This is an optimization exercise on Yosys and OpenROAD, whose aim is small area, not a production implementation. RTL that was checked went through simulation tests only; none was proved equivalent to the original. Only the layout flow was run in run 2; the RTL was not checked for function there. Power and IR drop assume default switching activity.

[flow/run.sh]
#!/bin/bash
# synth_recipe.tcl (not shown) runs the flow's synth.tcl, then flattens the netlist and writes it again
# the make line also repeats each setting of config.mk as NAME=value (left out here)
make -C /OpenROAD-flow-scripts/flow DESIGN_CONFIG=/design/flow/config.mk WORK_HOME=/design/flow/orfs CLKGATE_MAP_FILE= SYNTH_SCRIPT=/design/flow/synth_recipe.tcl finish
[flow/config.mk]
export PLATFORM = sky130hd
export DESIGN_NAME = top
export DESIGN_NICKNAME = top
export VERILOG_FILES = /design/flow/design.v
export SDC_FILE = /design/flow/constraint.sdc
export NUM_CORES = 4
export LEC_CHECK = 0
export CAP_MARGIN = 20
export CORE_MARGIN = 2
export CORE_UTILIZATION = 40
export SLEW_MARGIN = 20
[flow/constraint.sdc]
create_clock -name core_clock -period 9.0 [get_ports {clk}]
set_input_delay 1.8000 -clock core_clock [delete_from_list [all_inputs] [get_ports {clk}]]
set_output_delay 1.8000 -clock core_clock [all_outputs]
set_load 0.01 [all_outputs]
[flow/design.v]
module control
#(
    parameter NB_COUNTER = 2                 
)
(
    output [NB_COUNTER - 1 : 0] o_counter,   
    input                       i_rst    ,   
    input                       clk          
);
    reg [NB_COUNTER - 1 : 0] counter;        
    always @(posedge clk) begin
        if (i_rst) begin
            counter <= {NB_COUNTER{1'b0}};
        end
        else begin
            if (counter == 2'b11) begin
                counter <= 2'b00;
            end
            else begin
                counter <= counter + 1'b1;
            end
        end
    end
    assign o_counter = counter;
endmodule
module prbs9
#(
    parameter NB_REG = 9           ,   
    parameter SEED   = 9'b110101010    
)
(
    output         o_out_bit      ,    
    input  [1 : 0] i_enable_sample,    
    input          i_EnbTx        ,    
    input          i_rst          ,    
    input          clk                 
);
    reg [NB_REG - 1 : 0] bit_reg;      
    reg                  init   ;      
    always @(posedge clk) begin
        if (i_rst) begin
            bit_reg <= {NB_REG{1'b0}};
            init    <= 1'b0          ;
        end
        else begin
            if (init == 1'b0) begin
                bit_reg <= SEED;
                init    <= 1'b1;
            end
            else begin
                if ((i_EnbTx == 1'b1) && (i_enable_sample == 2'b11) && (init == 1'b1)) begin
                    bit_reg <= {bit_reg[NB_REG - 2 : 0], bit_reg[8] ^ bit_reg[4]};
                end
                else begin
                  bit_reg <= bit_reg;
                end
            end
        end
    end
    assign o_out_bit = bit_reg[NB_REG - 1];
endmodule
module fir_filter
#(
    parameter NB_SAMPLE  = 6 ,                                            
    parameter N_COEFF    = 6 ,                                            
    parameter NB_COEFF   = 12,                                            
    parameter NB_OUTPUT  = 12                                             
)
(
    output signed [NB_OUTPUT - 1 : 0] o_rcTx_data   ,                     
    input         [1             : 0] i_select_phase,                     
    input                             i_rcTx_input  ,                     
    input                             i_EnbTx       ,                     
    input                             i_rst         ,                     
    input                             clk                                 
);
    localparam NB_PROD = NB_COEFF        ;                                
    localparam N_PROD  = N_COEFF         ;                                
    localparam N_SUM   = N_COEFF  - 1    ;                                
    localparam NB_SUM  = NB_COEFF + N_SUM;                                
    reg         [NB_SAMPLE - 1 : 0] samples_register                  ;   
    reg signed  [NB_PROD   - 1 : 0] prod             [N_PROD  - 1 : 0];   
    wire signed [NB_COEFF - 1 : 0] phase0            [N_COEFF - 1 : 0];   
    wire signed [NB_COEFF - 1 : 0] phase1            [N_COEFF - 1 : 0];   
    wire signed [NB_COEFF - 1 : 0] phase2            [N_COEFF - 1 : 0];   
    wire signed [NB_COEFF - 1 : 0] phase3            [N_COEFF - 1 : 0];   
    wire signed [NB_SUM   - 1 : 0] sum               [N_SUM   - 1 : 0];   
    assign phase0[0] = 12'b0000_0000_0000;   
    assign phase0[1] = 12'b1111_1111_1111;   
    assign phase0[2] = 12'b0000_0000_0000;   
    assign phase0[3] = 12'b0100_0000_0000;   
    assign phase0[4] = 12'b1111_1111_1111;   
    assign phase0[5] = 12'b0000_0000_0000;   
    assign phase1[0] = 12'b0000_0000_0100;   
    assign phase1[1] = 12'b1111_1100_0101;   
    assign phase1[2] = 12'b0001_0000_1100;   
    assign phase1[3] = 12'b0011_1000_1100;   
    assign phase1[4] = 12'b1111_1000_0010;   
    assign phase1[5] = 12'b0000_0001_0111;   
    assign phase2[0] = 12'b0000_0001_0001;   
    assign phase2[1] = 12'b1111_1000_0101;   
    assign phase2[2] = 12'b0010_0110_0110;   
    assign phase2[3] = 12'b0010_0110_0110;   
    assign phase2[4] = 12'b1111_1000_0101;   
    assign phase2[5] = 12'b0000_0001_0001;   
    assign phase3[0] = 12'b0000_0001_0111;   
    assign phase3[1] = 12'b1111_1000_0010;   
    assign phase3[2] = 12'b0011_1000_1100;   
    assign phase3[3] = 12'b0001_0000_1100;   
    assign phase3[4] = 12'b1111_1100_0101;   
    assign phase3[5] = 12'b0000_0000_0100;   
    integer ptr;
    always @(posedge clk) begin
        if (i_rst) begin
            samples_register <= {NB_SAMPLE{1'b0}};
            for (ptr = 0; ptr < N_PROD; ptr = ptr + 1) begin
                prod[ptr] <= {NB_PROD{1'b0}};
            end
        end
        else begin
            if (i_EnbTx == 1'b1) begin
                if (i_select_phase == 2'b11) begin
                    samples_register <= {samples_register[NB_SAMPLE - 2 : 0], i_rcTx_input};
                end
                else begin
                    samples_register <= samples_register;
                end
                if (i_select_phase == 2'b00) begin
                    for (ptr = 0; ptr < NB_SAMPLE; ptr = ptr + 1) begin
                        if (samples_register[ptr] == 1'b0) begin
                            prod[ptr] <= phase0[ptr];
                        end
                        else begin
                            prod[ptr] <= -phase0[ptr];
                        end
                    end
                end
                else if (i_select_phase == 2'b01) begin
                    for (ptr = 0; ptr < NB_SAMPLE; ptr = ptr + 1) begin
                        if (samples_register[ptr] == 1'b0) begin
                            prod[ptr] <= phase1[ptr];
                        end
                        else begin
                            prod[ptr] <= -phase1[ptr];
                        end
                    end
                end
                else if (i_select_phase == 2'b10) begin
                    for (ptr = 0; ptr < NB_SAMPLE; ptr = ptr + 1) begin
                        if (samples_register[ptr] == 1'b0) begin
                            prod[ptr] <= phase2[ptr];
                        end
                        else begin
                            prod[ptr] <= -phase2[ptr];
                        end
                    end
                end
                else begin
                    for (ptr = 0; ptr < NB_SAMPLE; ptr = ptr + 1) begin
                        if (samples_register[ptr] == 1'b0) begin
                            prod[ptr] <= phase3[ptr];
                        end
                        else begin
                            prod[ptr] <= -phase3[ptr];
                        end
                    end
                end
            end
            else begin
                samples_register <= samples_register;
                for (ptr = 0; ptr < N_PROD; ptr = ptr + 1) begin
                    prod[ptr] <= prod[ptr];
                end
            end
        end
    end
    generate
        genvar ptr2;
        for(ptr2 = 0; ptr2 < N_SUM; ptr2 = ptr2 + 1) begin
            if (ptr2 == 0) begin 
                assign sum[ptr2] = prod[ptr2] + prod[ptr2 + 1];
            end
            else begin
                assign sum[ptr2] = sum[ptr2 - 1] + prod[ptr2 + 1];
            end
        end
    endgenerate
    assign o_rcTx_data = ( ~|sum[4][NB_SUM-1 -: N_SUM] || &sum[4][NB_SUM-1 -: N_SUM]) ? sum[4][0 +: NB_OUTPUT] :
                          (sum[4][NB_SUM-1]) ? {{1'b1},{NB_OUTPUT-1{1'b0}}} : {{1'b0},{NB_OUTPUT-1{1'b1}}};
endmodule
module downsampler
#(
    parameter NB_SAMPLE = 4 ,                                              
    parameter NB_OUTPUT = 12,                                              
    parameter NB_SELECT = 2                                                
)
(
    output signed [NB_OUTPUT - 1 : 0] o_data         ,                     
    input  signed [NB_OUTPUT - 1 : 0] i_rcTx_data    ,                     
    input         [NB_SELECT - 1 : 0] i_select       ,                     
    input         [1             : 0] i_enable_sample,                     
    input                             i_rst          ,                     
    input                             clk                                  
);
    reg signed [NB_OUTPUT - 1 : 0] samples_register [NB_SAMPLE - 1 : 0];   
    reg signed [NB_OUTPUT - 1 : 0] output_register                     ;   
    integer ptr;
    always @(posedge clk) begin
        if (i_rst) begin
            for (ptr = 0; ptr < NB_SAMPLE; ptr = ptr + 1) begin
                samples_register[ptr] <= {NB_OUTPUT{1'b0}};
            end
            output_register <= {NB_OUTPUT{1'b0}};
        end
        else begin
            for (ptr = 0; ptr < NB_SAMPLE; ptr = ptr + 1) begin
                if (ptr == 0) begin
                    samples_register[ptr] <= i_rcTx_data;
                end
                else begin
                    samples_register[ptr] <= samples_register[ptr - 1];
                end
            end
            if (i_enable_sample == 2'b11) begin
                if (i_select == 2'b00) begin
                    output_register <= samples_register[0];
                end
                else if (i_select == 2'b01) begin
                    output_register <= samples_register[1];
                end
                else if (i_select == 2'b10) begin
                    output_register <= samples_register[2];
                end
                else begin
                    output_register <= samples_register[3];
                end
            end
            else begin
                output_register <= output_register;
            end
        end
    end
    assign o_data = output_register;
endmodule
module ber_counter
#(
    parameter NB_BITS_REG = 1024,
    parameter NB_COUNT    = 9   ,
    parameter NB_ADDR_REG = 10  ,
    parameter NB_ERRORS   = 64  ,
    parameter NB_FINE     = 4                           
)
(
    output                       o_led     ,
    output     [NB_ERRORS   - 1 : 0] o_errors  ,
    output     [NB_ADDR_REG - 1 : 0] o_min_addr,
    output     [NB_COUNT    - 1 : 0] o_min_sum ,
    input                        i_data_sign,             
    input                        i_prbs_bit ,             
    input                        i_ev       ,             
    input                        i_shift    ,             
    input                        i_hold     ,             
    input                        i_stop     ,             
    input                        i_wend     ,             
    input  [NB_ADDR_REG - 1 : 0] i_addr     ,             
    input                        i_rst      ,             
    input                        clk
);
    localparam N_FINE = 1 << NB_FINE;
    localparam N_TAP  = NB_BITS_REG >> NB_FINE;
    localparam NB_TAP = NB_ADDR_REG - NB_FINE;
    reg  [NB_BITS_REG - 1 : 0] hist    ;
    reg  [N_FINE      - 2 : 0] fine_s  ;                  
    reg  [N_FINE      - 2 : 0] fine_m  ;                  
    reg  [NB_COUNT    - 1 : 0] sum_reg ;
    reg  [NB_COUNT    - 1 : 0] min_sum ;
    reg  [NB_ADDR_REG - 1 : 0] min_addr;
    reg  [NB_ERRORS   - 1 : 0] errors  ;
    wire [N_TAP - 1 : 0] taps;
    genvar g;
    generate
        for (g = 0; g < N_TAP; g = g + 1) begin : g_tap
            assign taps[g] = hist[g << NB_FINE];
        end
    endgenerate
    wire                  tap_s  = taps[i_addr  [NB_ADDR_REG - 1 -: NB_TAP]];
    wire                  tap_m  = taps[min_addr[NB_ADDR_REG - 1 -: NB_TAP]];
    wire [N_FINE - 1 : 0] line_s = {fine_s, tap_s};
    wire [N_FINE - 1 : 0] line_m = {fine_m, tap_m};
    wire                  bit_s  = line_s[i_addr  [NB_FINE - 1 : 0]];
    wire                  bit_m  = line_m[min_addr[NB_FINE - 1 : 0]];
    wire search = i_ev & ~i_stop;
    wire upd    = search & i_wend & ((i_addr == {NB_ADDR_REG{1'b0}}) | (sum_reg < min_sum));
    reg prbs_bit_d;
    always @(posedge clk)
        prbs_bit_d <= i_prbs_bit;
    always @(posedge clk)
        hist <= ({NB_BITS_REG{i_shift}} & {hist[NB_BITS_REG - 2 : 0], prbs_bit_d}) |
                ({NB_BITS_REG{i_hold }} &  hist);
    always @(posedge clk) begin
        if (i_ev) begin
            fine_s <= {fine_s[N_FINE - 3 : 0], tap_s};
            if (upd)
                fine_m <= {fine_s[N_FINE - 3 : 0], tap_s};
            else
                fine_m <= {fine_m[N_FINE - 3 : 0], tap_m};
        end
    end
    always @(posedge clk) begin
        if (i_rst) begin
            sum_reg  <= {NB_COUNT{1'b0}};
            min_sum  <= {NB_COUNT{1'b0}};
            min_addr <= {NB_ADDR_REG{1'b0}};
            errors   <= {NB_ERRORS{1'b0}};
        end
        else begin
            if (search) begin
                if (i_wend)
                    sum_reg <= {NB_COUNT{1'b0}};
                else
                    sum_reg <= sum_reg + (bit_s ^ i_data_sign);
            end
            if (upd) begin
                min_sum  <= sum_reg;
                min_addr <= i_addr;
            end
            if (i_ev & i_stop)
                errors <= errors + (bit_m ^ i_data_sign);
        end
    end
    assign o_led      = (min_sum == {NB_COUNT{1'b0}});
    assign o_errors   = errors  ;
    assign o_min_addr = min_addr;
    assign o_min_sum  = min_sum ;
endmodule
module top
#(
    parameter NB_LEDS        = 4           ,
    parameter NB_SW          = 4           ,
    parameter NB_COUNTER     = 2           ,   
    parameter NB_REG         = 9           ,   
    parameter SEED_I         = 9'b110101010,   
    parameter SEED_Q         = 9'b111111110,   
    parameter NB_SAMPLE      = 5           ,   
    parameter N_COEFF        = 6           ,   
    parameter NB_COEFF       = 12          ,   
    parameter NB_OUTPUT      = 12          ,   
    parameter NB_DOWNSAMPLER = 4           ,   
    parameter NB_SELECT      = 2           ,   
    parameter NB_INTPUT    = 12  ,             
    parameter NB_BITS_REG  = 1024,             
    parameter NB_COUNT     = 9   , 
    parameter NB_ADDR_REG = 10   ,
    parameter NB_SAMPLES  = 64   ,
    parameter NB_ERRORS   = 64 
)
(
    output [NB_LEDS - 1  : 0] o_led,
    output [NB_OUTPUT   - 1 : 0] o_tx_i      ,   
    output [NB_OUTPUT   - 1 : 0] o_tx_q      ,   
    output [NB_OUTPUT   - 1 : 0] o_rx_i      ,   
    output [NB_OUTPUT   - 1 : 0] o_rx_q      ,   
    output [NB_ERRORS   - 1 : 0] o_errors_i  ,   
    output [NB_ERRORS   - 1 : 0] o_errors_q  ,   
    output [NB_ADDR_REG - 1 : 0] o_min_addr_i,   
    output [NB_ADDR_REG - 1 : 0] o_min_addr_q,   
    output [NB_COUNT    - 1 : 0] o_min_sum_i ,   
    output [NB_COUNT    - 1 : 0] o_min_sum_q ,   
    output                       o_lock_i    ,   
    output                       o_lock_q    ,   
    input  [NB_SW   - 1  : 0] i_sw ,
    input                     i_rst,
    input                     clk
);
    wire [NB_COUNTER - 1 : 0] connect_control_counter             ;   
    wire                      connect_prbs9I_output               ;   
    wire                      connect_prbs9Q_output               ;   
    wire [NB_OUTPUT  - 1 : 0] connect_rcTxI_downsampler_I         ;   
    wire [NB_OUTPUT  - 1 : 0] connect_rcTxQ_downsampler_Q         ;   
    wire [NB_OUTPUT  - 1 : 0] connect_downsamplerI_to_berI_counter;   
    wire [NB_OUTPUT  - 1 : 0] connect_downsamplerQ_to_berQ_counter;   
    wire                      out_ber_bit_I                       ;
    wire                      out_ber_bit_Q                       ;
    assign o_led[NB_LEDS - 1 : 2] = {(NB_LEDS - 2){1'b0}};
    assign o_tx_i = connect_rcTxI_downsampler_I;
    assign o_tx_q = connect_rcTxQ_downsampler_Q;
    assign o_rx_i = connect_downsamplerI_to_berI_counter;
    assign o_rx_q = connect_downsamplerQ_to_berQ_counter;
    control
    #(
        .NB_COUNTER(NB_COUNTER)
    )
        u_control
        (
            .o_counter (connect_control_counter),
            .i_rst     (~i_rst                 ),
            .clk       (clk                    )
        );
    prbs9
    #(
        .NB_REG (NB_REG),
        .SEED   (SEED_I)
    )
        u_prbs9_I
        (
            .o_out_bit       (connect_prbs9I_output  ),
            .i_enable_sample (connect_control_counter),
            .i_EnbTx         (i_sw[0]                ),
            .i_rst           (~i_rst                 ),
            .clk             (clk                    )
        );
    prbs9
    #(
        .NB_REG (NB_REG),
        .SEED   (SEED_Q)
    )
        u_prbs9_Q
        (
            .o_out_bit       (connect_prbs9Q_output  ),
            .i_enable_sample (connect_control_counter),
            .i_EnbTx         (i_sw[0]                ),
            .i_rst           (~i_rst                 ),
            .clk             (clk                    )
        );
    fir_filter
    #(
        .NB_SAMPLE (NB_SAMPLE),
        .N_COEFF   (N_COEFF  ),
        .NB_COEFF  (NB_COEFF ),
        .NB_OUTPUT (NB_OUTPUT)
    )
        u_fir_filter_I
        (
            .o_rcTx_data    (connect_rcTxI_downsampler_I),   
            .i_rcTx_input   (connect_prbs9I_output      ),   
            .i_select_phase (connect_control_counter    ),   
            .i_EnbTx        (i_sw[0]                    ),   
            .i_rst          (~i_rst                     ),   
            .clk            (clk                        )    
        );
    fir_filter
    #(
        .NB_SAMPLE (NB_SAMPLE),
        .N_COEFF   (N_COEFF  ),
        .NB_COEFF  (NB_COEFF ),
        .NB_OUTPUT (NB_OUTPUT)
    )
        u_fir_filter_Q
        (
            .o_rcTx_data    (connect_rcTxQ_downsampler_Q),   
            .i_rcTx_input   (connect_prbs9Q_output      ),   
            .i_select_phase (connect_control_counter    ),   
            .i_EnbTx        (i_sw[0]                    ),   
            .i_rst          (~i_rst                     ),   
            .clk            (clk                        )    
        );
    downsampler
    #(
        .NB_SAMPLE (NB_DOWNSAMPLER),   
        .NB_OUTPUT (NB_OUTPUT     ),   
        .NB_SELECT (NB_SELECT     )    
    )
        u_downsampler_I
        (
            .o_data          (connect_downsamplerI_to_berI_counter),   
            .i_rcTx_data     (connect_rcTxI_downsampler_I         ),   
            .i_select        (i_sw[NB_SW - 1 -: 2]                ),   
            .i_enable_sample (connect_control_counter             ),   
            .i_rst           (~i_rst                              ),   
            .clk             (clk                                 )    
        );
    downsampler
    #(
        .NB_SAMPLE (NB_DOWNSAMPLER),   
        .NB_OUTPUT (NB_OUTPUT     ),   
        .NB_SELECT (NB_SELECT     )    
    )
        u_downsampler_Q
        (
            .o_data          (connect_downsamplerQ_to_berQ_counter),   
            .i_rcTx_data     (connect_rcTxQ_downsampler_Q         ),   
            .i_select        (i_sw[NB_SW - 1 -: 2]                ),   
            .i_enable_sample (connect_control_counter             ),   
            .i_rst           (~i_rst                              ),   
            .clk             (clk                                 )    
        );
    reg  [NB_COUNT    - 1 : 0] win_cnt ;
    reg  [NB_ADDR_REG - 1 : 0] cand    ;
    reg                        stop_cal;
    wire rx_ev = i_sw[1] & (connect_control_counter == 2'b11);
    wire wend  = &win_cnt;
    reg  hist_shift, hist_hold;
    always @(posedge clk) begin
        hist_shift <=  rx_ev & i_rst;
        hist_hold  <= ~rx_ev & i_rst;
    end
    always @(posedge clk) begin
        if (~i_rst) begin
            win_cnt  <= {NB_COUNT{1'b0}};
            cand     <= {NB_ADDR_REG{1'b0}};
            stop_cal <= 1'b0;
        end
        else if (rx_ev & ~stop_cal) begin
            win_cnt <= win_cnt + 1'b1;
            if (wend) begin
                if (&cand)
                    stop_cal <= 1'b1;
                else
                    cand <= cand + 1'b1;
            end
        end
    end
    assign o_lock_i = stop_cal;
    assign o_lock_q = stop_cal;
    ber_counter
    #(
        .NB_BITS_REG (NB_BITS_REG),
        .NB_COUNT    (NB_COUNT   ),
        .NB_ADDR_REG (NB_ADDR_REG),
        .NB_ERRORS   (NB_ERRORS  )
    )
        u_ber_counter_I
        (
            .o_led       (o_led[0]                                ),
            .o_errors    (o_errors_i                              ),
            .o_min_addr  (o_min_addr_i                            ),
            .o_min_sum   (o_min_sum_i                             ),
            .i_data_sign (connect_downsamplerI_to_berI_counter[NB_OUTPUT-1]),
            .i_prbs_bit  (connect_prbs9I_output                   ),
            .i_ev        (rx_ev                                   ),
            .i_shift     (hist_shift                              ),
            .i_hold      (hist_hold                               ),
            .i_stop      (stop_cal                                ),
            .i_wend      (wend                                    ),
            .i_addr      (cand                                    ),
            .i_rst       (~i_rst                                  ),
            .clk         (clk                                     )
        );
    ber_counter
    #(
        .NB_BITS_REG (NB_BITS_REG),
        .NB_COUNT    (NB_COUNT   ),
        .NB_ADDR_REG (NB_ADDR_REG),
        .NB_ERRORS   (NB_ERRORS  )
    )
        u_ber_counter_Q
        (
            .o_led       (o_led[1]                                ),
            .o_errors    (o_errors_q                              ),
            .o_min_addr  (o_min_addr_q                            ),
            .o_min_sum   (o_min_sum_q                             ),
            .i_data_sign (connect_downsamplerQ_to_berQ_counter[NB_OUTPUT-1]),
            .i_prbs_bit  (connect_prbs9Q_output                   ),
            .i_ev        (rx_ev                                   ),
            .i_shift     (hist_shift                              ),
            .i_hold      (hist_hold                               ),
            .i_stop      (stop_cal                                ),
            .i_wend      (wend                                    ),
            .i_addr      (cand                                    ),
            .i_rst       (~i_rst                                  ),
            .clk         (clk                                     )
        );
endmodule
==> results of run 1 <==
-- cell usage after synthesis (all sizes together), types with 15 or more instances --
cell type	count	area, µm²
buf	53	272
o31ai	18	135
inv	85	319
and4	18	158
nand3	91	455
nand2	207	777
ha	91	1140
nand4	35	219
a31oi	16	100
and2	83	519
mux4	115	2600
o21ai	133	666
mux2	34	383
nand2b	15	93.8
clkbuf	537	2020
a211oi	15	123
nor3	21	105
a21oi	169	846
edfxtp	60	1800
xor2	92	806
or3	44	275
fa	48	961
dfxtp	2437	48800
mux2i	65	651
a21o	17	128
and3	34	213
xnor2	67	587
nor2	262	983
a22o	2018	17700
-- stage by stage --
step                      setup WS (ps)  hold WS, ps  power, µW
after floorplan                    2880          376      12300
after global placement             1970          416      12700
after detailed placement           1790          410      12800
after CTS                           845          422      23000
after global routing                362          429      23600
final                               935          417      22700
-- routing by layer --
layer  part of all wire  vias up  track usage
li1                   -    26100            -
met1               0.50    26300        0.220
met2               0.44      851        0.236
met3              0.040      240       0.0270
met4              0.023        0       0.0471
met5                  0        -            0
-- area by class of cell --
type	instances	area, µm²
fill	18700	113000
antenna	2	5.00
sequential	2497	50600
clock buffer	330	6720
inverter	85	327
tap	2805	3510
timing repair buffer	273	2790
clock inverter	100	1400
multi-input combinational	3811	31400
-- path summary, 6_finish.rpt --
kind,start,to
max,u_fir_filter_I.prod[1][0]$_SDFFE_PN0P_,o_tx_i[2]
min,u_prbs9_Q.bit_reg[8]$_SDFFE_PN0P_,u_ber_counter_Q.prbs_bit_d$_DFF_P_
min reg2reg,u_prbs9_Q.bit_reg[8]$_SDFFE_PN0P_,u_ber_counter_Q.prbs_bit_d$_DFF_P_
max reg2reg,u_ber_counter_I.min_addr[4]$_SDFFE_PN0P_,u_ber_counter_I.errors[50]$_SDFFE_PN0P_
-- cell families after synthesis --
logic type / count (synthesis)
AO/OA/AOI/OAI: 2442
XOR/XNOR: 159
adder cells (fa/ha/maj): 139
buffers and inverters: 675
flip-flops: 2497
multiplexers: 214
other: 1
AND/OR/NAND/NOR: 855
-- power by group --
part	internal, µW	switching [µW]
clock network	5890	4270
logic	474	746
registers	11200	83.6
==> out/metrics.yaml, run 1 <==
clocking:
  numCtsBuffers: 234
  cts_tree: "built"
  cts.clk_slew.worst_paths_ps: 60
  cts-resized-gates: 0
  cts_max_level: 4
  clock_latency_ps: 880
  post_cts_buffers: 0
  cts_root_buf: "clkbuf_16"
  ctsHoldBuffers: 0
  clock-sinks: 2497
  clk_path_buf_depth: 3
detailed_routing:
  wl_um: 172000
  post_drt_wl_per_cell_um: 17.3
  vias: 53500
  first_iter_violations: 4227
  drc_errors: 0
  first_pass_iters: 6
  drt-vias-per-instance: 5.41
  postRouteAntennaNets: 0
pwr:
  p_leak_uw: 0.0366
  peakVddDrop_uv: 211
  power_density_nw_per_um2: 234
run:
  drv_cap: 0
placed_design:
  placedCellCount: 9469
  dp_hpwl_um: 103000
  portBuffers: 223
  gp_congestion: 0.834
  placed_area_um2: 88600
sta:
  fin_crit_ps: 8070
  rsz0062_at_grt: "false"
  post-route-period-util: 0.896
  max_slew_margin: 0.211
  finalSetupViolCount: 0
  slew_viol_final: 0
  final.setup_skew_ps: 50.1
  tightest_slew_ps: 1180
  hold_viol_final: 0
  max_freq_ghz: 0.124
  setup_tns_ps: 0
synthesis:
  synth-main-ff-cell: "dfxtp_1"
  synth.avg_cell_area_um2: 12.1
  synth-compound-area-share: 0.238
  synth-edff-count: 60
  yosysWarnings: 9
  synthSimpleGateAreaFrac: 0.0486
  synth_cell_type_count: 71
  syn_area_um2: 84600
  async_flop_share: 0
  synth.area.mux_share: 0.0429
  synth-xor-area-share: 0.0165
  synth_top_family_by_area: "compound AO/OA/AOI/OAI gates"
  synthAdderAreaFrac: 0.0248
  synth-seq-area-share: 0.598
  synth_seq_cells: 2497
  synth_cells: 6982
setup_path:
  critical_path_buf_inv_count: 2
  cp_top_family: "compound AO/OA/AOI/OAI gates"
  required_ps: 7200
  critPathArrivalTime_ps: 6270
  crit_path_max_incr_delay_ps: 710
  cp-end-kind: "output port"
  crit_cells: 21
  worst-r2r-setup-slack_ps: 2190
  path_cells: "ha_1, inv_1, fa_1, nor2b_1, o21ai_1, a21boi_1, o21ai_1, nand2_1, and2_1, o31ai_1, fa_1, ha_1, a21o_1, nand2_1, a22oi_1, or3_1, nand3_1, mux2i_1, o31ai_1, nand2_1, clkdlybuf4s50_1"
  timing_worst_setup_path_type: "register to output port"
  cp_slowest_cell: "mux2i_1"
  crit_fanout: 12
  worstRegToRegCells: 16
  cp_common_cell: "nand2_1"
  cp-start-kind: "register"
final_layout:
  final_cell_mix: "2433 x dfxtp_1, 2018 x a22o_1, 261 x nor2_1, 237 x clkbuf_16, 220 x clkdlybuf4s50_1"
  final_area_um2: 96800
  syn_to_final_growth_pct: 14.4
  final_cells: 9903
  fin_nets: 7047
  final_util: 0.461
  final_common_cell: "dfxtp_1"
  drive_gt1_frac: 0.0812
floorplanning:
  core.rowCount: 168
  dieArea_um2: 215000
  die_h_um: 464
  initial_utilization: 0.403
  io-pin-count: 226
  die_x_um: 464
  core_region_area_um2: 210000
hold_path:
  holdPathStages: 0
  min_path_type: "register to register"
global_route:
  grt_usage: 0.154
  grt_start_max_net_pins: 254
  grt_pass1_vias: 50500
  antenna_found_initial: 3
  grt-ovfl-total: 0
  grt_first_pass_wirelength_um: 278000
run_status:
  status: "finished clean"
==> inputs of run 2 (changes only) <==
--- a/flow/design.v
+++ b/flow/design.v
@@ -246,90 +246,126 @@
 #(
-    parameter NB_BITS_REG = 1024,
+    parameter NB_INTPUT   = 12  ,                      
+    parameter NB_BITS_REG = 1024,                      
     parameter NB_COUNT    = 9   ,
     parameter NB_ADDR_REG = 10  ,
-    parameter NB_ERRORS   = 64  ,
-    parameter NB_FINE     = 4                           
+    parameter NB_SAMPLES  = 64  ,
+    parameter NB_ERRORS   = 64  
 )
 (
-    output                       o_led     ,
-    output     [NB_ERRORS   - 1 : 0] o_errors  ,
-    output     [NB_ADDR_REG - 1 : 0] o_min_addr,
-    output     [NB_COUNT    - 1 : 0] o_min_sum ,
-    input                        i_data_sign,             
-    input                        i_prbs_bit ,             
-    input                        i_ev       ,             
-    input                        i_shift    ,             
-    input                        i_hold     ,             
-    input                        i_stop     ,             
-    input                        i_wend     ,             
-    input  [NB_ADDR_REG - 1 : 0] i_addr     ,             
-    input                        i_rst      ,             
-    input                        clk
-);
-    localparam N_FINE = 1 << NB_FINE;
-    localparam N_TAP  = NB_BITS_REG >> NB_FINE;
-    localparam NB_TAP = NB_ADDR_REG - NB_FINE;
-    reg  [NB_BITS_REG - 1 : 0] hist    ;
-    reg  [N_FINE      - 2 : 0] fine_s  ;                  
-    reg  [N_FINE      - 2 : 0] fine_m  ;                  
-    reg  [NB_COUNT    - 1 : 0] sum_reg ;
-    reg  [NB_COUNT    - 1 : 0] min_sum ;
-    reg  [NB_ADDR_REG - 1 : 0] min_addr;
-    reg  [NB_ERRORS   - 1 : 0] errors  ;
-    wire [N_TAP - 1 : 0] taps;
-    genvar g;
-    generate
-        for (g = 0; g < N_TAP; g = g + 1) begin : g_tap
-            assign taps[g] = hist[g << NB_FINE];
-        end
-    endgenerate
-    wire                  tap_s  = taps[i_addr  [NB_ADDR_REG - 1 -: NB_TAP]];
-    wire                  tap_m  = taps[min_addr[NB_ADDR_REG - 1 -: NB_TAP]];
-    wire [N_FINE - 1 : 0] line_s = {fine_s, tap_s};
-    wire [N_FINE - 1 : 0] line_m = {fine_m, tap_m};
-    wire                  bit_s  = line_s[i_addr  [NB_FINE - 1 : 0]];
-    wire                  bit_m  = line_m[min_addr[NB_FINE - 1 : 0]];
-    wire search = i_ev & ~i_stop;
-    wire upd    = search & i_wend & ((i_addr == {NB_ADDR_REG{1'b0}}) | (sum_reg < min_sum));
-    reg prbs_bit_d;
-    always @(posedge clk)
-        prbs_bit_d <= i_prbs_bit;
-    always @(posedge clk)
-        hist <= ({NB_BITS_REG{i_shift}} & {hist[NB_BITS_REG - 2 : 0], prbs_bit_d}) |
-                ({NB_BITS_REG{i_hold }} &  hist);
-    always @(posedge clk) begin
-        if (i_ev) begin
-            fine_s <= {fine_s[N_FINE - 3 : 0], tap_s};
-            if (upd)
-                fine_m <= {fine_s[N_FINE - 3 : 0], tap_s};
-            else
-                fine_m <= {fine_m[N_FINE - 3 : 0], tap_m};
-        end
-    end
+    output                           o_out_bit ,
+    output                           o_led     ,         
+    output       [NB_ERRORS   - 1 : 0] o_errors  ,       
+    output       [NB_ADDR_REG - 1 : 0] o_min_addr,       
+    output       [NB_COUNT    - 1 : 0] o_min_sum ,       
+    output                           o_lock    ,         
+    input signed [NB_INTPUT - 1 : 0] i_data    ,         
+    input        [1             : 0] i_enable  ,         
+    input                            i_prbs_bit,         
+    input                            i_EnbRx   ,         
+    input                            i_rst     ,         
+    input                            clk                 
+);                                                      
+    reg [NB_BITS_REG - 1 : 0] prbs_input_reg;
+    reg [NB_ADDR_REG - 1 : 0] input_reg_addr;
+    reg [NB_COUNT    - 1 : 0] sum_reg       ;
+    reg [NB_COUNT    - 1 : 0] min_sum_reg   ;
+    reg [NB_ADDR_REG - 1 : 0] min_sum_addr  ;
+    reg [NB_COUNT    - 1 : 0] counter       ;
+    reg [NB_SAMPLES  - 1 : 0] samples       ;
+    reg [NB_ERRORS   - 1 : 0] errors        ;
+    reg                       stop_cal      ;
     always @(posedge clk) begin
         if (i_rst) begin
-            sum_reg  <= {NB_COUNT{1'b0}};
-            min_sum  <= {NB_COUNT{1'b0}};
-            min_addr <= {NB_ADDR_REG{1'b0}};
-            errors   <= {NB_ERRORS{1'b0}};
+            prbs_input_reg <= {NB_BITS_REG{1'b0}};
+            input_reg_addr <= {NB_ADDR_REG{1'b0}};
+            sum_reg        <= {NB_COUNT{1'b0}   };
+            min_sum_reg    <= {NB_COUNT{1'b0}   };
+            min_sum_addr   <= {NB_ADDR_REG{1'b0}};
+            counter        <= {NB_COUNT{1'b0}   };
+            samples        <= {NB_SAMPLES{1'b0} };
+            errors         <= {NB_ERRORS{1'b0}  };
+            stop_cal       <= 1'b0               ;
         end
         else begin
-            if (search) begin
-                if (i_wend)
-                    sum_reg <= {NB_COUNT{1'b0}};
-                else
-                    sum_reg <= sum_reg + (bit_s ^ i_data_sign);
+            if (i_EnbRx == 1'b1) begin
+                if (i_enable == 2'b11) begin
+                    if (stop_cal == 1'b0) begin
+                        prbs_input_reg <= {prbs_input_reg[NB_BITS_REG - 2 : 0], i_prbs_bit};
+                        if (counter == {NB_COUNT{1'b1}}) begin
+                            counter <= {NB_COUNT{1'b0}};
+                            sum_reg <= {NB_COUNT{1'b0}};
+                            if (input_reg_addr == {NB_ADDR_REG{1'b1}}) begin
+                                input_reg_addr <= input_reg_addr;
+                                stop_cal       <= 1'b1;
+                                if (sum_reg < min_sum_reg) begin
+                                    min_sum_reg  <= sum_reg       ;
+                                    min_sum_addr <= input_reg_addr;
+                                end
+                                else begin
+                                    min_sum_reg  <= min_sum_reg ;
+                                    min_sum_addr <= min_sum_addr;
+                                end
+                            end
+                            else if (input_reg_addr == {NB_ADDR_REG{1'b0}}) begin
+                                input_reg_addr <= input_reg_addr + 1'b1;
+                                stop_cal       <= stop_cal             ;
+                                min_sum_reg    <= sum_reg              ;
+                                min_sum_addr   <= input_reg_addr       ;
+                            end
+                            else begin
+                                input_reg_addr <= input_reg_addr + 1'b1;
+                                stop_cal       <= stop_cal             ;
+                                if (sum_reg < min_sum_reg) begin
+                                    min_sum_reg  <= sum_reg       ;
+                                    min_sum_addr <= input_reg_addr;
+                                end
+                                else begin
+                                    min_sum_reg  <= min_sum_reg ;
+                                    min_sum_addr <= min_sum_addr;
+                                end
+                            end
+                        end
+                        else begin
+                            input_reg_addr <= input_reg_addr                                                    ;
+                            sum_reg        <= sum_reg + (prbs_input_reg[input_reg_addr] ^ i_data[NB_INTPUT - 1]);
+                            min_sum_reg    <= min_sum_reg                                                       ;
+                            min_sum_addr   <= min_sum_addr                                                      ;
+                            counter        <= counter + 1'b1                                                    ;
+                            samples        <= samples                                                           ;
+                            errors         <= errors                                                            ;
+                            stop_cal       <= stop_cal                                                          ;
+                        end
+                    end
+                    else begin
+                        prbs_input_reg <= {prbs_input_reg[NB_BITS_REG - 2 : 0], i_prbs_bit              };
+                        input_reg_addr <= {NB_ADDR_REG{1'b0}                                            };
+                        sum_reg        <= {NB_COUNT{1'b0}                                               };
+                        min_sum_reg    <= min_sum_reg                                                    ;
+                        min_sum_addr   <= min_sum_addr                                                   ;
+                        counter        <= {NB_COUNT{1'b0}                                               };
+                        samples        <= {samples[NB_SAMPLES - 2 : 0], i_data[NB_INTPUT - 1]           };
+                        errors         <= errors + (prbs_input_reg[min_sum_addr] ^ i_data[NB_INTPUT - 1]);
+                        stop_cal       <= 1'b1                                                           ;
+                    end
+                end
             end
-            if (upd) begin
-                min_sum  <= sum_reg;
-                min_addr <= i_addr;
+            else begin
+                prbs_input_reg <= prbs_input_reg;
+                input_reg_addr <= input_reg_addr;
+                sum_reg        <= sum_reg       ;
+                min_sum_reg    <= min_sum_reg   ;
+                min_sum_addr   <= min_sum_addr  ;
+                counter        <= counter       ;
+                samples        <= samples       ;
+                errors         <= errors        ;
+                stop_cal       <= stop_cal      ;
             end
-            if (i_ev & i_stop)
-                errors <= errors + (bit_m ^ i_data_sign);
         end
     end
-    assign o_led      = (min_sum == {NB_COUNT{1'b0}});
-    assign o_errors   = errors  ;
-    assign o_min_addr = min_addr;
-    assign o_min_sum  = min_sum ;
+    assign o_led     = (min_sum_reg == 1'b0)           ? 1'b1 : 1'b0;
+    assign o_out_bit = (i_data[NB_INTPUT - 1] == 1'b0) ? 1'b0 : 1'b1;
+    assign o_errors   = errors      ;
+    assign o_min_addr = min_sum_addr;
+    assign o_min_sum  = min_sum_reg ;
+    assign o_lock     = stop_cal    ;
 endmodule
@@ -486,36 +522,10 @@
         );
-    reg  [NB_COUNT    - 1 : 0] win_cnt ;
-    reg  [NB_ADDR_REG - 1 : 0] cand    ;
-    reg                        stop_cal;
-    wire rx_ev = i_sw[1] & (connect_control_counter == 2'b11);
-    wire wend  = &win_cnt;
-    reg  hist_shift, hist_hold;
-    always @(posedge clk) begin
-        hist_shift <=  rx_ev & i_rst;
-        hist_hold  <= ~rx_ev & i_rst;
-    end
-    always @(posedge clk) begin
-        if (~i_rst) begin
-            win_cnt  <= {NB_COUNT{1'b0}};
-            cand     <= {NB_ADDR_REG{1'b0}};
-            stop_cal <= 1'b0;
-        end
-        else if (rx_ev & ~stop_cal) begin
-            win_cnt <= win_cnt + 1'b1;
-            if (wend) begin
-                if (&cand)
-                    stop_cal <= 1'b1;
-                else
-                    cand <= cand + 1'b1;
-            end
-        end
-    end
-    assign o_lock_i = stop_cal;
-    assign o_lock_q = stop_cal;
     ber_counter
     #(
-        .NB_BITS_REG (NB_BITS_REG),
-        .NB_COUNT    (NB_COUNT   ),
-        .NB_ADDR_REG (NB_ADDR_REG),
-        .NB_ERRORS   (NB_ERRORS  )
+        .NB_INTPUT    (NB_INTPUT   ),   
+        .NB_BITS_REG  (NB_BITS_REG ),   
+        .NB_COUNT     (NB_COUNT    ), 
+        .NB_ADDR_REG  (NB_ADDR_REG ),
+        .NB_SAMPLES   (NB_SAMPLES  ),
+        .NB_ERRORS    (NB_ERRORS   )
     )
@@ -523,16 +533,14 @@
         (
-            .o_led       (o_led[0]                                ),
-            .o_errors    (o_errors_i                              ),
-            .o_min_addr  (o_min_addr_i                            ),
-            .o_min_sum   (o_min_sum_i                             ),
-            .i_data_sign (connect_downsamplerI_to_berI_counter[NB_OUTPUT-1]),
-            .i_prbs_bit  (connect_prbs9I_output                   ),
-            .i_ev        (rx_ev                                   ),
-            .i_shift     (hist_shift                              ),
-            .i_hold      (hist_hold                               ),
-            .i_stop      (stop_cal                                ),
-            .i_wend      (wend                                    ),
-            .i_addr      (cand                                    ),
-            .i_rst       (~i_rst                                  ),
-            .clk         (clk                                     )
+            .o_out_bit  (out_ber_bit_I                       ),   
+            .o_led      (o_led[0]                            ),   
+            .o_errors   (o_errors_i                          ),
+            .o_min_addr (o_min_addr_i                        ),
+            .o_min_sum  (o_min_sum_i                         ),
+            .o_lock     (o_lock_i                            ),
+            .i_data     (connect_downsamplerI_to_berI_counter),   
+            .i_enable   (connect_control_counter             ),   
+            .i_prbs_bit (connect_prbs9I_output               ),   
+            .i_EnbRx    (i_sw[1]                             ),   
+            .i_rst      (~i_rst                              ),   
+            .clk        (clk                                 )    
         );
@@ -540,6 +548,8 @@
     #(
-        .NB_BITS_REG (NB_BITS_REG),
-        .NB_COUNT    (NB_COUNT   ),
-        .NB_ADDR_REG (NB_ADDR_REG),
-        .NB_ERRORS   (NB_ERRORS  )
+        .NB_INTPUT    (NB_INTPUT   ),   
+        .NB_BITS_REG  (NB_BITS_REG ),   
+        .NB_COUNT     (NB_COUNT    ),
+        .NB_ADDR_REG  (NB_ADDR_REG ),
+        .NB_SAMPLES   (NB_SAMPLES  ),
+        .NB_ERRORS    (NB_ERRORS   )
     )
@@ -547,16 +557,14 @@
         (
-            .o_led       (o_led[1]                                ),
-            .o_errors    (o_errors_q                              ),
-            .o_min_addr  (o_min_addr_q                            ),
-            .o_min_sum   (o_min_sum_q                             ),
-            .i_data_sign (connect_downsamplerQ_to_berQ_counter[NB_OUTPUT-1]),
-            .i_prbs_bit  (connect_prbs9Q_output                   ),
-            .i_ev        (rx_ev                                   ),
-            .i_shift     (hist_shift                              ),
-            .i_hold      (hist_hold                               ),
-            .i_stop      (stop_cal                                ),
-            .i_wend      (wend                                    ),
-            .i_addr      (cand                                    ),
-            .i_rst       (~i_rst                                  ),
-            .clk         (clk                                     )
+            .o_out_bit  (out_ber_bit_Q                       ),   
+            .o_led      (o_led[1]                            ),   
+            .o_errors   (o_errors_q                          ),
+            .o_min_addr (o_min_addr_q                        ),
+            .o_min_sum  (o_min_sum_q                         ),
+            .o_lock     (o_lock_q                            ),
+            .i_data     (connect_downsamplerQ_to_berQ_counter),   
+            .i_enable   (connect_control_counter             ),   
+            .i_prbs_bit (connect_prbs9Q_output               ),   
+            .i_EnbRx    (i_sw[1]                             ),   
+            .i_rst      (~i_rst                              ),   
+            .clk        (clk                                 )    
         );
==> run 2 against run 1 <==
Against the previous run: critical path depth is 1 lower; non-clock buffer count is 126 higher; via count is 85% higher; first-iteration DRC count is 150% higher; power is 7.5% higher; clock-buffer cell count is 98 higher; fmax is 4.2% lower; final area is 42% higher; cell count is 76% higher.
==> out/metrics.yaml, run 2 <==
synthesis:
  synth_top_family_by_area: "multiplexers"  # was compound AO/OA/AOI/OAI gates
  synth.most_common_cell: "nand2_1"  # was dfxtp_1
  synth-compound-area-share: 0.124  # was 0.238
  synthTopCellsByArea: "dfxtp_1 40%, mux4_2 21%, nand2_1 14%, a21oi_1 9.2%, clkbuf_1 2.6%"  # was dfxtp_1 58%, a22o_1 21%, mux4_2 3.0%, clkbuf_1 2.4%, edfxtp_1 2.1%
  synth_cells: 13600  # was 6982
  yosysWarnings: 8  # was 9
  synth-seq-area-share: 0.405  # was 0.598
  synth_common_cells: "4442 x nand2_1, 2483 x dfxtp_1, 2250 x a21oi_1, 1132 x mux4_2, 863 x clkbuf_1"  # was 2437 x dfxtp_1, 2018 x a22o_1, 537 x clkbuf_1, 262 x nor2_1, 207 x nand2_1
  synth.area.mux_share: 0.228  # was 0.0429
  synth-xor-area-share: 0.0130  # was 0.0165
  synthAdderAreaFrac: 0.0175  # was 0.0248
  synth_top_cell_area_share: 0.405  # was 0.577
  synth-main-ff-cell: "dfxtp_1"  # unchanged
  syn_area_um2: 123000  # was 84600 µm²
  synth.avg_cell_area_um2: 9.06  # was 12.1 µm²
  synth-edff-count: 0  # was 60
  synth_area_leader_cell: "dfxtp_1"  # unchanged
  async_flop_share: 0  # unchanged
  synth_seq_cells: 2483  # was 2497
  synthSimpleGateAreaFrac: 0.173  # was 0.0486
  synth_cell_type_count: 81  # was 71
sta:
  tightest_slew_ps: 1250  # was 1180 ps
  fin_crit_ps: 8410  # was 8070 ps
  slew_viol_final: 0  # unchanged
  setup_tns_ps: 0  # unchanged
  finalSetupViolCount: 0  # unchanged
  hold_viol_final: 0  # unchanged
  max_freq_ghz: 0.119  # was 0.124 GHz
  post-route-period-util: 0.935  # was 0.896
  final.setup_skew_ps: 47.9  # was 50.1 ps
  worst_slack_ps: 585  # was 935 ps
  max_slew_margin: 0.169  # was 0.211
  rsz0062_at_grt: "false"  # unchanged
final_layout:
  syn_to_final_growth_pct: 11.6  # was 14.4%
  final_common_cell: "nand2_1"  # was dfxtp_1
  final_cell_mix: "4441 x nand2_1, 2460 x dfxtp_1, 2250 x a21oi_1, 1132 x mux4_2, 330 x nor2_1"  # was 2433 x dfxtp_1, 2018 x a22o_1, 261 x nor2_1, 237 x clkbuf_16, 220 x clkdlybuf4s50_1
  drive_gt1_frac: 0.137  # was 0.0812
  fin_nets: 13200  # was 7047
clocking:
  post_cts_buffers: 0  # unchanged
  clock_latency_ps: 890  # was 880 ps
  cts_root_buf: "clkbuf_16"  # unchanged
  ctsHoldBuffers: 0  # unchanged
  clk_path_buf_depth: 4  # was 3
  cts-resized-gates: 0  # unchanged
  clock-sinks: 2483  # was 2497
  cts_tree: "built"  # unchanged
  numCtsBuffers: 284  # was 234
  cts_max_level: 5  # was 4
  cts.clk_slew.worst_paths_ps: 60  # about the same
detailed_routing:
  drt-vias-per-instance: 5.68  # was 5.41
  drc_errors: 0  # unchanged
  first_pass_iters: 7  # was 6
  first_iter_violations: 10400  # was 4227
  post_drt_wl_per_cell_um: 20.2  # was 17.3 µm
  postRouteAntennaNets: 0  # unchanged
  wl_um: 352000  # was 172000 µm
  vias: 98900  # was 53500
setup_path:
  crit_path_max_incr_delay_ps: 650  # was 710 ps
  crit_fanout: 8  # was 12
  worstRegToRegCells: 22  # was 16
  cp_slowest_cell: "o211ai_1"  # was mux2i_1
  cp-end-kind: "output port"  # unchanged
  rr_endpoint: "u_ber_counter_I.errors[61]$_SDFFE_PN0P_"  # was u_ber_counter_I.errors[50]$_SDFFE_PN0P_
  cp-start-kind: "register"  # unchanged
  required_ps: 7200  # about the same
  critPathArrivalTime_ps: 6610  # was 6270 ps
  worst-r2r-setup-slack_ps: 1060  # was 2190 ps
  path_cells: "ha_1, inv_1, fa_1, inv_1, a21oi_1, o21ai_0, a21oi_1, o21ai_0, and2_1, o31ai_1, fa_1, ha_1, or3_1, o2111a_1, or2_1, xnor2_1, o211ai_1, buf_4, o21a_1, clkdlybuf4s50_1"  # was ha_1, inv_1, fa_1, nor2b_1, o21ai_1, a21boi_1, o21ai_1, nand2_1, and2_1, o31ai_1, fa_1, ha_1, a21o_1, nand2_1, a22oi_1, or3_1, nand3_1, mux2i_1, o31ai_1, nand2_1, clkdlybuf4s50_1
  timing_worst_setup_path_type: "register to output port"  # unchanged
  rr_startpoint: "u_ber_counter_I.min_sum_addr[0]$_SDFFE_PN0P_"  # was u_ber_counter_I.min_addr[4]$_SDFFE_PN0P_
run:
  drv_cap: 0  # unchanged
pwr:
  power_frac_clock: 0.485  # was 0.448
  p_int_uw: 18600  # was 17600 µW
  p_sw_frac: 0.238  # was 0.225
  p_comb_frac: 0.057  # was 0.054
  peakVddDrop_uv: 161  # was 211 µV
  power_density_nw_per_um2: 178  # was 234 nW/µm²
  p_leak_uw: 0.0420  # was 0.0366 µW
  seqPwrFrac: 0.459  # was 0.498
  p_switching_uw: 5790  # was 5090 µW
placed_design:
  gp_congestion: 0.844  # was 0.834
  dp_hpwl_um: 217000  # was 103000 µm
  pre_cts_ws_ps: 1140  # was 1790 ps
  portBuffers: 223  # unchanged
floorplanning:
  dieArea_um2: 311000  # was 215000 µm²
  die_x_um: 558  # was 464 µm
  core.rowCount: 203  # was 168
  io-pin-count: 226  # unchanged
  die_h_um: 558  # was 464 µm
  core_region_area_um2: 306000  # was 210000 µm²
  initial_utilization: 0.402  # was 0.403
global_route:
  grt_start_max_net_pins: 220  # was 254
  grt_first_pass_wirelength_um: 552000  # was 278000 µm
  grt-ovfl-total: 0  # unchanged
  grt_pass1_vias: 91600  # was 50500
  antenna_found_initial: 6  # was 3
  grt_usage: 0.220  # was 0.154
hold_path:
  hold_path_end: "u_downsampler_Q.samples_register[3][10]$_SDFF_PN0_"  # was u_ber_counter_Q.prbs_bit_d$_DFF_P_
  min_path_type: "register to register"  # unchanged
  hold_start: "u_downsampler_Q.samples_register[2][10]$_SDFF_PN0_"  # was u_prbs9_Q.bit_reg[8]$_SDFFE_PN0P_
  holdPathStages: 1  # was 0
run_status:
  status: "finished clean"  # unchanged
run 2: cell families after synthesis:
family | Yosys count
compound gates | 2798
xor+xnor | 182
fa+ha+maj | 143
buf+inv | 1233
flops | 2483
mux | 1381
other cells | 1
simple gates | 5330
run 2: layout make-up:
| cell class | count | area, µm² |
|---|---|---|
| well taps | 4100 | 5130 |
| repair buffers | 399 | 4050 |
| clock buffers | 428 | 8450 |
| diodes | 2 | 5.00 |
| inverters | 90 | 345 |
| clock inverters | 72 | 1000 |
| multi-input cells | 9836 | 68200 |
| fillers | 29100 | 169000 |
| flip-flops and latches | 2483 | 49800 |
run 2: metrics by stage:
step	total power (µW)	util	hold slack [ps]	cell area [µm²]	std cells
after floorplan	12300	-	424	123000	13600
after global placement	12800	0.417	427	128000	16900
after detailed placement	12800	0.417	437	128000	16900
after CTS	24600	0.448	446	137000	17400
after global routing	25200	0.448	467	137000	17400
final	24400	0.448	447	137000	17400
run 2: worst max-delay path by stage:
stage | start | to | slack [ps]
2_1_floorplan | u_fir_filter_I.prod[1][0]$_SDFFE_PN0P_ | o_tx_i[11] | 2810
3_3_place_gp | u_ber_counter_I.min_sum_addr[0]$_SDFFE_PN0P_ | u_ber_counter_I.errors[58]$_SDFFE_PN0P_ | 1130
3_5_place_dp | u_ber_counter_I.min_sum_addr[0]$_SDFFE_PN0P_ | u_ber_counter_I.errors[58]$_SDFFE_PN0P_ | 1140
4_1_cts | u_fir_filter_I.prod[0][0]$_SDFFE_PN0P_ | o_tx_q[2] | 290
5_1_grt | u_fir_filter_I.prod[1][0]$_SDFFE_PN0P_ | o_tx_q[11] | 180
6_report | u_fir_filter_I.prod[0][0]$_SDFFE_PN0P_ | o_tx_q[11] | 590
run 2: worst max-delay path: cells and delay by family (launching register included):
| kind | cells | cell delay [ps] |
|---|---|---|
| AO/OA/AOI/OAI | 8 | 1930 |
| adder cells (fa/ha/maj) | 4 | 1370 |
| buffers and inverters | 4 | 1030 |
| AND/OR/NAND/NOR | 3 | 910 |
| flip-flops | 1 | 340 |
| XOR/XNOR | 1 | 140 |
run 2: power by group through the flow:
stage | clock network (µW) | registers [µW] | logic, µW
5_1_grt | 12500 | 11200 | 1510
4_1_cts | 12100 | 11200 | 1390
6_report | 11800 | 11200 | 1380
2_1_floorplan | 0 | 11400 | 891
3_3_place_gp | 0 | 11400 | 1380
3_5_place_dp | 0 | 11400 | 1380
run 2: per-layer routing:
metal  up-vias  wire length (µm)  GRT usage
met2      3050            159000      0.340
met1     48700            158000      0.314
li1      46600                 -          -
met5         -                13          0
met3       522             24900     0.0370
met4         2             10600     0.0643

[what the ideal ports hide]
Ports are ideal in the flow. The routed layouts listed here were re-timed in OpenROAD. Step 1, drivers: a clkbuf_16 drives clk and a buf_2 each remaining input, both assumed. Step 2 moves the port delays by t, midway between the first and last clock arrival at a register: inputs arrive t later, outputs are due t later. That takes back most of the time a late clock gives input paths. Three values: no drivers, after step 1, after step 2; two values: the first two.
run	t, ns	slack for setup (ns)	hold slack, ns	clock arrival spread, ns
run 1	0.948	0.935 / 0.842 / 1.789	0.417 / 0.417 / 0.417	0.056 / 0.055
run 2	0.962	0.585 / 0.493 / 1.061	0.447 / 0.447 / 0.447	0.050 / 0.050
After both steps every run listed still meets setup and hold.
